This design comes from an exercise in tuning for small area, a short achievable clock period and few clock cycles on the open sky130 flow, not from production work. RTL that was checked went through simulation tests only; none was proved equivalent to the original.

==> flow/design.v <==
module add32(a, b, ci, s, co);
    input  [31:0] a, b;
    input  ci;
    output [31:0] s;
    output co;
    assign {co, s} = {1'b0, a} + {1'b0, b} + {32'd0, ci};
endmodule
module add8p1(a, b, s, co);
    input  [7:0] a, b;
    output [7:0] s;
    output co;
    assign {co, s} = {1'b0, a} + {1'b0, b} + 9'd1;
endmodule
module pick_taken(ok_f, ok_b, cond, back, br, near, taken);
    input  [15:0] ok_f, ok_b;
    input  [3:0] cond;
    input  back, br, near;
    output taken;
    wire [15:0] ok = back ? ok_b : ok_f;
    assign taken = br & near & ok[cond];
endmodule
module ARM(clk, rst, inst_addr, inst_data, data_addr, data_wdata, data_we, data_re, data_rdata);
    input clk, rst;
    output [31:0] inst_addr;
    input  [31:0] inst_data;
    output [31:0] data_addr, data_wdata;
    output data_we, data_re;
    input  [31:0] data_rdata;
    reg [31:0] pc;
    reg [31:0] ir;
    reg        e_v, e_pred;
    reg [3:0]  ra2;               
    reg [14:0] sa_rf, sb_rf;      
    reg        sa_pc, sb_pc;      
    reg        sa_fw, sb_fw;      
    reg        sa_k, sb_k;        
    reg        sb_im;             
    reg [4:0]  ramt;              
    reg        fZr, zsel, fC, fN, fV;
    reg [31:0] m_res, m_wd;
    reg [3:0]  m_dst;
    reg        m_wb, m_ld, m_st;
    reg [14:0] rv;                
    wire [31:0] wb_val = m_ld ? data_rdata : m_res;
    wire [14:0] we;
    wire [31:0] rf_q [0:14];
    genvar gi;
    generate
        for (gi = 0; gi < 15; gi = gi + 1) begin : g_rf
            reg [31:0] r;
            assign we[gi] = m_wb & (m_dst == gi);
            always @(posedge clk)
                if (we[gi]) r <= wb_val;
            assign rf_q[gi] = r;
        end
    endgenerate
    function [31:0] rd_port;
        input [14:0] s;
        input spc, sfw, sk;
        input [3:0] idx;
        input [31:0] pcv, fwv;
        integer k;
        begin
            rd_port = ({32{spc}} & pcv) | ({32{sfw}} & fwv) | {28'd0, {4{sk}} & idx};
            for (k = 0; k < 15; k = k + 1)
                rd_port = rd_port | ({32{s[k]}} & rf_q[k]);
        end
    endfunction
    wire [3:0] cond = ir[31:28];
    wire is_dp  = ir[27:26] == 2'b00;
    wire is_mem = ir[27:26] == 2'b01;
    wire is_br  = ir[27:26] == 2'b10;
    wire I      = ir[25];
    wire [3:0] opc = ir[24:21];
    wire S      = ir[20];
    wire [3:0] rn = ir[19:16];
    wire [3:0] rd = ir[15:12];
    wire is_ld  = is_mem & ir[20];
    wire is_st  = is_mem & ~ir[20];
    wire op_and = opc == 4'b0000, op_eor = opc == 4'b0001, op_sub = opc == 4'b0010,
         op_add = opc == 4'b0100, op_adc = opc == 4'b0101, op_sbc = opc == 4'b0110,
         op_tst = opc == 4'b1000, op_cmp = opc == 4'b1010, op_orr = opc == 4'b1100,
         op_mov = opc == 4'b1101, op_mvn = opc == 4'b1111;
    wire dp_wb   = is_dp & (op_and | op_eor | op_sub | op_add | op_adc | op_sbc | op_orr | op_mov | op_mvn);
    wire uses_rn = is_mem | (is_dp & ~op_mov & ~op_mvn);
    wire uses_rm = is_dp & ~I & ~ir[4];
    wire fZ = zsel ? ~|m_res : fZr;
    function cond_pass;
        input [3:0] c;
        input z, cy, n, v;
        begin
            case (c)
                4'd0:  cond_pass = z;
                4'd1:  cond_pass = ~z;
                4'd2:  cond_pass = cy;
                4'd3:  cond_pass = ~cy;
                4'd4:  cond_pass = n;
                4'd5:  cond_pass = ~n;
                4'd6:  cond_pass = v;
                4'd7:  cond_pass = ~v;
                4'd8:  cond_pass = cy & ~z;
                4'd9:  cond_pass = ~cy | z;
                4'd10: cond_pass = n == v;
                4'd11: cond_pass = n != v;
                4'd12: cond_pass = ~z & (n == v);
                4'd13: cond_pass = z | (n != v);
                4'd14: cond_pass = 1'b1;
                default: cond_pass = 1'b0;
            endcase
        end
    endfunction
    wire cond_ok = cond_pass(cond, fZ, fC, fN, fV);
    wire stall = e_v & m_ld & ((uses_rn & (rn == m_dst)) | (uses_rm & (ra2 == m_dst)));
    wire [31:0] val_a = rd_port(sa_rf, sa_pc, sa_fw, sa_k, rn,  pc, m_res);
    wire [31:0] val_b = rd_port(sb_rf, sb_pc, sb_fw, sb_k, ra2, pc, m_res) | {24'd0, {8{sb_im}} & ir[7:0]};
    wire [31:0] st_data = (m_ld & (m_dst == ra2)) ? data_rdata : val_b;
    wire [4:0] sh   = ir[11:7];
    wire [1:0] styp = ir[6:5];
    wire [31:0] rin = val_b;
    wire [63:0] rdbl = {rin, rin} >> ramt;
    wire [31:0] rot = rdbl[31:0];
    wire [31:0] ones = 32'hFFFFFFFF;
    wire [31:0] hi_m = ~(ones >> sh);           
    wire [31:0] lo_m = ~(ones << sh);           
    wire [31:0] keep = (I | styp == 2'b11) ? ones : (styp == 2'b00) ? ~lo_m : ~hi_m;
    wire [31:0] fill = (~I & styp == 2'b10) ? hi_m : 32'd0;
    wire [31:0] shifted = (rot & keep) | (fill & {32{val_b[31]}});
    wire [31:0] op2 = is_mem ? {{20{ir[11]}}, ir[11:0]} :
                      (~I & ir[4]) ? 32'd0 : shifted;
    wire sub  = is_dp & (op_sub | op_sbc | op_cmp);
    wire arith = is_mem | (is_dp & (op_sub | op_sbc | op_cmp | op_add | op_adc));
    wire cin  = (is_dp & (op_adc | op_sbc)) ? fC : sub;
    wire [31:0] bx = op2 ^ {32{sub}};
    wire [32:0] sum;
    add32 alu_add(.a(val_a), .b(bx), .ci(cin), .s(sum[31:0]), .co(sum[32]));
    reg [31:0] logic_res;
    always @(*) begin
        case (opc)
            4'b0000, 4'b1000: logic_res = val_a & op2;
            4'b0001:          logic_res = val_a ^ op2;
            4'b1100:          logic_res = val_a | op2;
            4'b1101:          logic_res = op2;
            4'b1111:          logic_res = ~op2;
            default:          logic_res = 32'd0;
        endcase
    end
    wire [31:0] res = arith ? sum[31:0] : logic_res;
    wire nC = arith & (sum[32] ^ sub);
    wire nV = arith & (val_a[31] == bx[31]) & (sum[31] != val_a[31]);
    wire nN = res[31];
    wire exec    = e_v & cond_ok & ~stall;
    wire setf    = exec & is_dp & S;
    wire e_wr    = exec & (dp_wb | is_ld);
    wire mispred = e_v & is_br & (cond_ok != e_pred);
    wire [31:0] e_off = {{6{ir[23]}}, ir[23:0], 2'b00};
    wire [31:0] e_fix = pc + (e_off ^ {32{e_pred}}) + {31'd0, e_pred};
    wire [21:0] pc_hi    = pc[31:10];
    wire [21:0] pc_hi_p1 = pc_hi + 22'd1;
    wire [8:0]  lo_inc   = {1'b0, pc[9:2]} + 9'd1;
    wire [31:0] seq      = {lo_inc[8] ? pc_hi_p1 : pc_hi, lo_inc[7:0], 2'b00};
    wire [8:0]  lo_tgt;
    add8p1 tgt_add(.a(pc[9:2]), .b(inst_data[7:0]), .s(lo_tgt[7:0]), .co(lo_tgt[8]));
    wire f_off_pos = ~|inst_data[23:8];
    wire f_off_neg = &inst_data[23:8];
    wire f_near = ~lo_inc[8] & ((f_off_pos & ~lo_tgt[8]) | (f_off_neg & lo_tgt[8]));
    wire [31:0] nx = stall ? ir : inst_data;
    wire nx_st = nx[27:26] == 2'b01 && !nx[20];
    wire [3:0] nx_a = nx[19:16];
    wire [3:0] nx_b = nx_st ? nx[15:12] : nx[3:0];
    wire [14:0] rv_n = rv | we;
    wire [15:0] rv16 = {1'b1, rv_n};
    wire fw_a = e_wr & (rd == nx_a);
    wire nx_imm = nx[27:26] == 2'b00 && nx[25];
    wire fw_b = e_wr & (rd == nx_b) & ~nx_imm;
    wire [4:0] nx_sh = nx[11:7];
    wire [4:0] nx_ramt = nx[25] ? {nx[11:8], 1'b0} : (nx[6:5] == 2'b00) ? (5'd0 - nx_sh) : nx_sh;
    wire f_br = inst_data[27:26] == 2'b10;
    wire [3:0] f_cond = inst_data[31:28];
    wire f_pend = e_v & is_dp & S & cond_ok;
    reg [15:0] ok_f, ok_b;
    integer c;
    always @(*)
        for (c = 0; c < 16; c = c + 1) begin
            ok_f[c] = f_pend ? (c == 14) : cond_pass(c, fZ, fC, fN, fV);
            ok_b[c] = f_pend ? (c != 15) : cond_pass(c, fZ, fC, fN, fV);
        end
    wire f_taken;
    pick_taken pt(.ok_f(ok_f), .ok_b(ok_b), .cond(f_cond), .back(inst_data[23]), .br(f_br),
                  .near(f_near), .taken(f_taken));
    wire [31:0] pc_other = mispred ? e_fix : stall ? pc : seq;
    wire f_follow = f_taken & ~mispred & ~stall;
    assign inst_addr  = pc;
    assign data_addr  = m_res;
    assign data_wdata = m_wd;
    assign data_we    = m_st;
    assign data_re    = m_ld;
    integer k;
    always @(posedge clk or posedge rst) begin
        if (rst) begin
            pc <= 32'd0;
            e_v <= 1'b0;
            fZr <= 1'b0; zsel <= 1'b0; fC <= 1'b0; fN <= 1'b0; fV <= 1'b0;
            m_wb <= 1'b0; m_ld <= 1'b0; m_st <= 1'b0;
            rv <= 15'd0;
        end else begin
            pc[31:10] <= pc_other[31:10];
            pc[9:0]   <= f_follow ? {lo_tgt[7:0], 2'b00} : pc_other[9:0];
            if (mispred) e_v <= 1'b0;
            else if (!stall) e_v <= 1'b1;
            if (setf) begin
                zsel <= 1'b1; fC <= nC; fN <= nN; fV <= nV;
            end else if (zsel) begin
                zsel <= 1'b0; fZr <= ~|m_res;
            end
            m_wb <= e_wr;
            m_ld <= exec & is_ld;
            m_st <= exec & is_st;
            rv <= rv_n;
        end
    end
    always @(posedge clk) begin
        if (!stall) begin
            ir  <= inst_data;
            e_pred <= f_taken;
        end
        ra2 <= nx_b;
        ramt <= nx_ramt;
        for (k = 0; k < 15; k = k + 1) begin
            sa_rf[k] <= (nx_a == k) & rv_n[k] & ~fw_a;
            sb_rf[k] <= (nx_b == k) & rv_n[k] & ~fw_b & ~nx_imm;
        end
        sa_pc <= nx_a == 4'd15;
        sb_pc <= (nx_b == 4'd15) & ~nx_imm;
        sb_im <= nx_imm;
        sa_fw <= fw_a & (nx_a != 4'd15);
        sb_fw <= fw_b & (nx_b != 4'd15);
        sa_k  <= ~rv16[nx_a] & ~fw_a;
        sb_k  <= ~rv16[nx_b] & ~fw_b & ~nx_imm;
        m_res <= res;
        m_wd  <= st_data;
        m_dst <= rd;
    end
endmodule
clock: 20.0 ns
lec_check: 0
cap_margin: 20
core_margin: 2
core_utilization: 40
slew_margin: 20
synth_hierarchical: 1
standard.sh (not shown) runs the stock make flow with config.mk's settings and CLKGATE_MAP_FILE= SYNTH_SCRIPT=/design/flow/synth_recipe.tcl, a recipe that flattens the netlist after the stock synthesis.
==> flow/flow/run.sh <==
#!/bin/bash
set -euo pipefail
KNOBS=()
while IFS= read -r line; do
  [[ -z "$line" || "$line" == \#* ]] && continue
  KNOBS+=("$line")
done < flow/knobs.txt
bash standard.sh "${KNOBS[@]}" finish > standard_flow.log 2>&1
==> flow/flow/knobs.txt <==
SETUP_SLACK_MARGIN=14
Testbench counts at the start, summed over its fixed seeds: cycles 81,948.
Edit:
--- a/flow/design.v
+++ b/flow/design.v
@@ -157,4 +157,5 @@
     wire [21:0] pc_hi    = pc[31:10];
     wire [21:0] pc_hi_p1 = pc_hi + 22'd1;
+    wire [21:0] pc_hi_m1 = pc_hi - 22'd1;
     wire [8:0]  lo_inc   = {1'b0, pc[9:2]} + 9'd1;
     wire [31:0] seq      = {lo_inc[8] ? pc_hi_p1 : pc_hi, lo_inc[7:0], 2'b00};
@@ -163,5 +164,6 @@
     wire f_off_pos = ~|inst_data[23:8];
     wire f_off_neg = &inst_data[23:8];
-    wire f_near = ~lo_inc[8] & ((f_off_pos & ~lo_tgt[8]) | (f_off_neg & lo_tgt[8]));
+    wire [21:0] hi_tgt = f_off_neg ? (lo_tgt[8] ? pc_hi : pc_hi_m1) : (lo_tgt[8] ? pc_hi_p1 : pc_hi);
+    wire [31:0] tgt = {hi_tgt, lo_tgt[7:0], 2'b00};
     wire [31:0] nx = stall ? ir : inst_data;
     wire nx_st = nx[27:26] == 2'b01 && !nx[20];
@@ -187,5 +189,5 @@
     wire f_taken;
     pick_taken pt(.ok_f(ok_f), .ok_b(ok_b), .cond(f_cond), .back(inst_data[23]), .br(f_br),
-                  .near(f_near), .taken(f_taken));
+                  .near(f_off_pos | f_off_neg), .taken(f_taken));
     wire [31:0] pc_other = mispred ? e_fix : stall ? pc : seq;
     wire f_follow = f_taken & ~mispred & ~stall;
@@ -204,6 +206,5 @@
             rv <= 15'd0;
         end else begin
-            pc[31:10] <= pc_other[31:10];
-            pc[9:0]   <= f_follow ? {lo_tgt[7:0], 2'b00} : pc_other[9:0];
+            pc <= f_follow ? tgt : pc_other;
             if (mispred) e_v <= 1'b0;
             else if (!stall) e_v <= 1'b1;
Result: Cell area increases by 2.9%. Clock-buffer cell count decreases by 5. Global-route usage decreases by 0.94 points. First-iteration DRC count decreases by 3.0%. Via count increases by 0.82%. Routed wire length stays flat. Cell count stays flat. Register-to-register slack degrades by 60 ps. Setup slack degrades by 63 ps. Sequential share of layout area decreases by 1.1 points. Area after synthesis increases by 0.47%.
Function not checked in the second run of this note: the RTL went through the layout flow alone.

[static timing again, ports no longer ideal]
In the flow no input, the clock included, has a driving cell. The finished layouts below were timed again as built, in two steps.
Step 1: set_driving_cell puts a clkbuf_16 on clk and a buf_2 on each other input, an assumption about the parent block.
Step 2 also shifts input and output timing later by t, the mid clock arrival at the registers, as if the neighbouring blocks saw the same clock.
Slacks: no drivers / after step 1 / after step 2; pairs: no drivers / after step 1.
| run | t, ns | setup slack, ns | latest minus earliest clock arrival (ns) |
|---|---|---|---|
| the first run | 0.732 | 13.971 / 13.934 / 13.283 | 0.054 / 0.054 |
| the second run | 0.740 | 13.908 / 13.904 / 13.164 | 0.064 / 0.064 |
After both steps setup and hold are still met in every run listed. The setup slack of the second run, which loses most, moves by -0.004 ns with the drivers and by -0.744 ns with both steps.
